Source: an optimization exercise on an open RTL-to-GDS flow (aim: small area, a short achievable clock period and few clock cycles). Production flows keep margins and buffers that such runs may drop.
The RTL was checked by simulation tests, not by an equivalence proof against the original design.
Power and IR drop assume default switching activity.

--- flow/design.v ---
module msdap_piso (
	input         clk,
	input         clear,
	input         load,
	input  [39:0] dinL,
	input  [39:0] dinR,
	output        free,
	output        OutReady,
	output        OutputL,
	output        OutputR
);
	reg [5:0]  cnt;
	reg [39:0] shL, shR;
	always @(posedge clk) begin
		if (clear) begin
			cnt <= 6'd0;
		end else if (load) begin
			cnt <= 6'd40;
			shL <= dinL;
			shR <= dinR;
		end else if (cnt != 6'd0) begin
			cnt <= cnt - 6'd1;
			shL <= {shL[38:0], 1'b0};
			shR <= {shR[38:0], 1'b0};
		end
	end
	assign free     = (cnt <= 6'd1);
	assign OutReady = (cnt != 6'd0);
	assign OutputL  = shL[39];
	assign OutputR  = shR[39];
endmodule
module msdap_channel (
	input             clk,
	input             rj_we,
	input             co_we,
	input             x_we,
	input      [6:0]  load_addr,
	input      [15:0] din,
	input      [5:0]  wp_next,
	input      [5:0]  wp,
	input      [6:0]  nsamp,
	input             go,
	output reg        done,
	output     [39:0] acc_out
);
	reg [7:0]  rj_mem [0:15];
	reg [6:0]  co_mem [0:127];    
	reg [15:0] x_mem  [0:63];
	reg [3:0]  j;
	reg [7:0]  k;
	reg [6:0]  caddr;
	reg [39:0] acc;
	always @(posedge clk) begin
		if (rj_we)
			rj_mem[load_addr[3:0]] <= din[7:0];
		if (co_we)
			co_mem[load_addr] <= {din[8], din[5:0]};
		if (x_we)
			x_mem[wp_next] <= din;
	end
	wire [7:0]  rj    = rj_mem[j];
	wire [6:0]  coef  = co_mem[caddr];
	wire [5:0]  idx   = coef[5:0];
	wire        neg   = coef[6];
	wire [15:0] x     = x_mem[wp - idx];
	wire        valid = {1'b0, idx} < nsamp;
	wire [39:0] xe    = {{8{x[15]}}, x, 16'h0000};
	wire [39:0] sum   = neg ? acc - xe : acc + xe;
	always @(posedge clk) begin
		if (go) begin
			j     <= 4'd0;
			k     <= 8'd0;
			caddr <= 7'd0;
			acc   <= 40'd0;
			done  <= 1'b0;
		end else if (!done) begin
			if (k == rj) begin
				acc <= {acc[39], acc[39:1]};
				k   <= 8'd0;
				j   <= j + 4'd1;
				if (j == 4'd15)
					done <= 1'b1;
			end else begin
				if (valid)
					acc <= sum;
				k     <= k + 8'd1;
				caddr <= caddr + 7'd1;
			end
		end
	end
	assign acc_out = acc;
endmodule
module MSDAP (
	input         Sclk,
	input         Start,
	input         Reset_n,
	input         Frame,
	input  [15:0] InputL,
	input  [15:0] InputR,
	output        InReady,
	output        OutReady,
	output        OutputL,
	output        OutputR
);
	localparam [2:0] LOAD_RJ = 3'd0, LOAD_CO = 3'd1, IDLE = 3'd2,
	                 COMPUTE = 3'd3, WAIT_OUT = 3'd4;
	reg [2:0] state;
	reg [6:0] load_cnt;
	reg [5:0] wp;
	reg [6:0] nsamp;
	reg       go;
	wire rj_we    = (state == LOAD_RJ) && Frame;
	wire co_we    = (state == LOAD_CO) && Frame;
	wire x_we     = (state == IDLE) && Frame && Reset_n;
	wire data_ph  = (state == IDLE) || (state == COMPUTE) || (state == WAIT_OUT);
	wire soft_rst = data_ph && !Reset_n;
	wire        doneL, doneR;
	wire [39:0] yL, yR;
	wire        piso_free;
	wire        both_done = doneL && doneR;
	wire        load_out  = (state == COMPUTE || state == WAIT_OUT) && both_done && piso_free;
	assign InReady = (state == LOAD_RJ) || (state == LOAD_CO) || (state == IDLE);
	always @(posedge Sclk) begin
		go <= 1'b0;
		if (!Start) begin
			state    <= LOAD_RJ;
			load_cnt <= 7'd0;
			nsamp    <= 7'd0;
		end else if (soft_rst) begin
			state <= IDLE;
			nsamp <= 7'd0;
		end else begin
			case (state)
			LOAD_RJ: if (Frame) begin
				load_cnt <= load_cnt + 7'd1;
				if (load_cnt[3:0] == 4'd15) begin
					state    <= LOAD_CO;
					load_cnt <= 7'd0;
				end
			end
			LOAD_CO: if (Frame) begin
				load_cnt <= load_cnt + 7'd1;
				if (load_cnt == 7'd127)
					state <= IDLE;
			end
			IDLE: if (Frame) begin
				wp    <= wp + 6'd1;
				if (nsamp != 7'd64)
					nsamp <= nsamp + 7'd1;
				go    <= 1'b1;
				state <= COMPUTE;
			end
			COMPUTE, WAIT_OUT: begin
				if (!go && both_done) begin
					if (piso_free)
						state <= IDLE;
					else
						state <= WAIT_OUT;
				end
			end
			default: state <= LOAD_RJ;
			endcase
		end
	end
	msdap_channel chL (
		.clk(Sclk), .rj_we(rj_we), .co_we(co_we), .x_we(x_we),
		.load_addr(load_cnt), .din(InputL), .wp_next(wp + 6'd1),
		.wp(wp), .nsamp(nsamp), .go(go), .done(doneL), .acc_out(yL)
	);
	msdap_channel chR (
		.clk(Sclk), .rj_we(rj_we), .co_we(co_we), .x_we(x_we),
		.load_addr(load_cnt), .din(InputR), .wp_next(wp + 6'd1),
		.wp(wp), .nsamp(nsamp), .go(go), .done(doneR), .acc_out(yR)
	);
	msdap_piso out (
		.clk(Sclk), .clear(!Start || soft_rst), .load(load_out && !go),
		.dinL(yL), .dinR(yR), .free(piso_free),
		.OutReady(OutReady), .OutputL(OutputL), .OutputR(OutputR)
	);
endmodule
--- flow/run.sh ---
#!/bin/bash
# synth_recipe.tcl (not shown) runs the flow's synth.tcl, then flattens the netlist and writes it again
# the make line also repeats each setting of config.mk as NAME=value (left out here)
make -C /OpenROAD-flow-scripts/flow DESIGN_CONFIG=/design/flow/config.mk WORK_HOME=/design/flow/orfs CLKGATE_MAP_FILE= SYNTH_SCRIPT=/design/flow/synth_recipe.tcl finish
--- flow/config.mk ---
export PLATFORM = sky130hd
export DESIGN_NAME = MSDAP
export DESIGN_NICKNAME = MSDAP
export VERILOG_FILES = /design/flow/design.v
export SDC_FILE = /design/flow/constraint.sdc
export NUM_CORES = 4
export LEC_CHECK = 0
export CAP_MARGIN = 20
export CORE_MARGIN = 2
export CORE_UTILIZATION = 40
export PLACE_DENSITY = 0.6
export SLEW_MARGIN = 20
--- flow/constraint.sdc ---
create_clock -name core_clock -period 12.0 [get_ports {Sclk}]
set_input_delay 2.4000 -clock core_clock [delete_from_list [all_inputs] [get_ports {Sclk}]]
set_output_delay 2.4000 -clock core_clock [all_outputs]
set_load 0.01 [all_outputs]
==> summary.md <==
| Metric | Value |
|---|---|
| Status | `timing/DRC/antenna clean` |
| Nets | `8552` |
| Number of fill cells | `35100` |
| Post-DR wirelength/cell | `30.8 um` |
| Synth Cell Area | `171000 um^2` |
| Post-cts sizing count | `0` |
| H-tree Lvls | `5` |
| Setup_tns | `0 ns` |
| HPWL Detailed | `257000 um` |
| Register area share after synthesis | `between 70% and 80%` |
| Syn_nets | `8111` |
| Initial antenna violation count | `25` |
| Vias per inst | `between 5 and 6` |
| Hold_buf cts | `0` |
| Synth top area cells | `edfxtp_1 (73%), mux4_2 (16%), dfxtp_1 (1.9%)` |
| Hold path cells | `2` |
| CP arrival | `roughly 12 ns` |
| Synth Flop Type | `edfxtp_1` |
| CP Capture Type | `flop` |
| Num CTS Buffers | `approximately 430` |
| Avg Cell Area, Syn | `21.5 um^2` |
| RSZ-0062 raised after global routing | `no` |
| Max-cap violations | `0` |
| Yosys top cell area share | `73.3%` |
| Cell with the most instances after synthesis | `edfxtp_1` |
| # rows | `240` |
| Count of final setup violators | `0` |
| DR pass1 iterations | `6` |
| Worst slew margin | `21.6%` |
| Io pins | `40` |
| Most used cell, CP | `mux4_2` |
| Routability cong. | `0.870` |
| Mapped Cells | `7985` |
| Post-route ant nets | `0` |
| P_leak | `between 60 and 70 nW` |
| Max rail drop VDD | `0.899 mV` |
| Startpoint Class | `flop` |
| Dpl ws | `0.676 ns` |
| TritonCTS clock tree | `built` |
| Total grt overflow | `0` |
| Period utilisation layout | `96.5%` |
| CP required | `~13 ns` |
| 1st-iter DRT viols | `10200` |
| DIE HEIGHT | `around 660 um` |
| Reg area | `129000 um^2` |
| Synth cell types | `85` |
| Root Buffer | `clkbuf_16` |
| Total Wirelength | `447000 um` |
| Detailed-route via count | `84000` |
| FF-to-FF path depth | `30` |
| Synthesized flop and latch total | `around 4300` |
| Clk buf depth | `4` |
| Number of synthesized flops with an enable pin | `4182` |
| Initial Utilization | `40.1%` |
| Worst path depth | `30` |
| Worst clock skew | `approximately 0.11 ns` |
| # DRC | `0` |
| CTS Sinks | `4348` |
| Power density cells | `slightly above 300 nW/um^2` |
| Area Overhead vs Synth | `14.2%` |
| Clock latency on the worst-skew pair | `1.04 ns` |
| Largest net degree at the start of global routing | `between 100 and 150` |
| Final setup margin | `roughly 0.42 ns` |
| Post-synth top cells | `edfxtp_1 (4182), mux4_2 (1217), nor2_1 (469)` |
| Port bufs | `39` |
| Fin crit period | `11.58 ns` |
| Via count of the first global-routing pass | `between 80000 and 90000` |
| First-pass GRT wire length | `632000 um` |
| Crit Path Max Fanout | `39` |
| Synthesis Warnings | `3` |
| Layout cells sized above 1 | `29.1%` |
| FFs w/ async S/R, synth | `0%` |
| Worst path max stage delay | `roughly 1.2 ns` |
| Worst path slowest cell | `fa_4` |
| Clock slew at reported path FFs | `0.06 ns` |
| CP Buf/Inv Count | `6` |
| Largest area contributor in the netlist | `edfxtp_1` |
| Crit path max-delay family | `multiplexers` |
| Multi-input logic area | `41500 um^2` |
| Core Area | `427000 um^2` |
| Chip width | `roughly 660 um` |
| FMAX | `86.3 MHz` |
| Die area | `434000 um^2` |
| Fin. Hold Viols | `0` |
| Crit path kind | `reg2reg` |
| Final Max Tran Viols | `0` |
| Hold Path Class | `reg2reg` |
| Setup Buffers After CTS | `0` |
| Tightest Pin Transition | `around 1.2 ns` |
| Total track usage | `20.3%` |
area by class of cell:
cell class	count	share of cell area, %
Clock inverter	279	1.47
Tap cell	5687	3.64
Antenna cell	11	0.0141
Inverter	46	0.0882
Multi-Input combinational cell	3192	21.2
Timing Repair Buffer	404	1.84
Clock buffer	526	5.85
Sequential cell	4348	65.9
placed cells by master, fill, tap and decap left out, drive strengths merged, types with 11 or more instances in the layout:
cell	Yosys	final
clkinv	1	210
clkbuf	214	527
o21ai	73	73
nand2b	32	32
or3	16	16
nand2	202	202
nor2	469	469
bufinv	0	47
clkinvlp	0	16
mux2i	240	240
nor2b	30	30
edfxtp	4182	4182
o22ai	11	11
o21a	18	18
diode	0	11
a22oi	17	17
mux2	125	125
inv	45	52
dfxtp	166	166
buf	185	396
and3	14	14
xor2	53	53
a31oi	13	13
nor3	62	62
mux4	1217	1217
nand3	86	86
a211oi	39	39
a21oi	104	104
nand4	28	28
ha	86	86
a21o	23	23
and2	17	17
xnor2	77	77
per-layer routing:
layer / track usage [%] / wire length [um] / vias to the layer above
li1: - / - / 34300
met1: 28.5 / 183000 / 45600
met2: 33.2 / 218000 / 3536
met3: 3.24 / 34400 / 648
met4: 5.13 / 12100 / 2
met5: 0 / 9 / -
cells by family after synthesis:
logic type               count (synthesis)  synth area share, %
adder cells (fa/ha/maj)                 90                0.675
buffers and inverters                  445                 1.12
XOR/XNOR                               130                0.669
AND/OR/NAND/NOR                       1012                 2.68
multiplexers                          1582                 18.2
AO/OA/AOI/OAI                          378                 1.44
flip-flops                            4348                 75.2
registers in the layout, summed over array words and instances, names as in the netlist, 40 cells and up, named ones only:
| register | flops |
|---|---|
| chL.x_mem | 1024 |
| chL.rj_mem | 128 |
| chR.x_mem | 1024 |
| out.shR | 40 |
| chL.co_mem | 896 |
| chR.acc | 40 |
| out.shL | 40 |
| chL.acc | 40 |
| chR.co_mem | 896 |
| chR.rj_mem | 128 |
per-stage QoR:
step | util [%] | area, um^2 | total power, mW | hold slack (ns) | std cells
detailed placement | 42.4 | 181000 | 46.5 | 0.488 | 13700
floorplan | - | 171000 | 36.1 | 0.460 | 7985
global placement | 42.4 | 181000 | 46.3 | 0.474 | 13700
global route | 45.8 | 196000 | 62.5 | 0.508 | 14500
finish | 45.8 | 196000 | 59.7 | 0.499 | 14500
CTS | 45.8 | 196000 | 60.2 | 0.492 | 14500
tightest hold or removal path, stage by stage (launching register included):
cell     delay, ns
dfxtp_1       0.32
nand4_1       0.08
a21oi_1       0.06
path summary, 6_finish.rpt:
check	endpoint	slack (ns)	startpoint
worst max-delay path	chR.acc[39]$_SDFFE_PP0P_	0.42	flop
worst min-delay path	chL.done$_SDFF_PP0_	0.50	chL.j[3]$_SDFFE_PP0P_
worst max register to register	chR.acc[39]$_SDFFE_PP0P_	0.42	flop
worst min register to register	chL.done$_SDFF_PP0_	0.50	chL.j[3]$_SDFFE_PP0P_
power breakdown:
part           total, mW  switching, mW  internal, mW
combinational       28.9           16.4          12.5
clock               13.6           5.79          7.81
sequential          17.2          0.252          16.9
Testbench counts, summed over its fixed seeds: cycles 94,392.

==> re-timing with driven ports <==
In the flow no input, the clock included, has a driving cell. The finished layout below was timed again as built, in two steps. Step 1 sets driving cells, clkbuf_16 on the clock port and buf_2 on the other inputs (assumed; they add their load-dependent delay and slew). Step 2, shift: input delay + t, output delay - t, t = (earliest + latest rising clock arrival at the registers) / 2. This alone moves slack from input paths to output paths. Three values: no drivers, after step 1, after step 2; two values: the first two.
shift t [ns]: 1.094
setup WS [ns]: 0.419 / 0.419 / 0.419
latest minus earliest clock arrival (ns): 0.126 / 0.127
pins driven straight from the clock port: 1
After both steps setup and hold are still met in this run. The setup slack of this run moves by 0.000 ns with the drivers and by 0.000 ns with both steps.
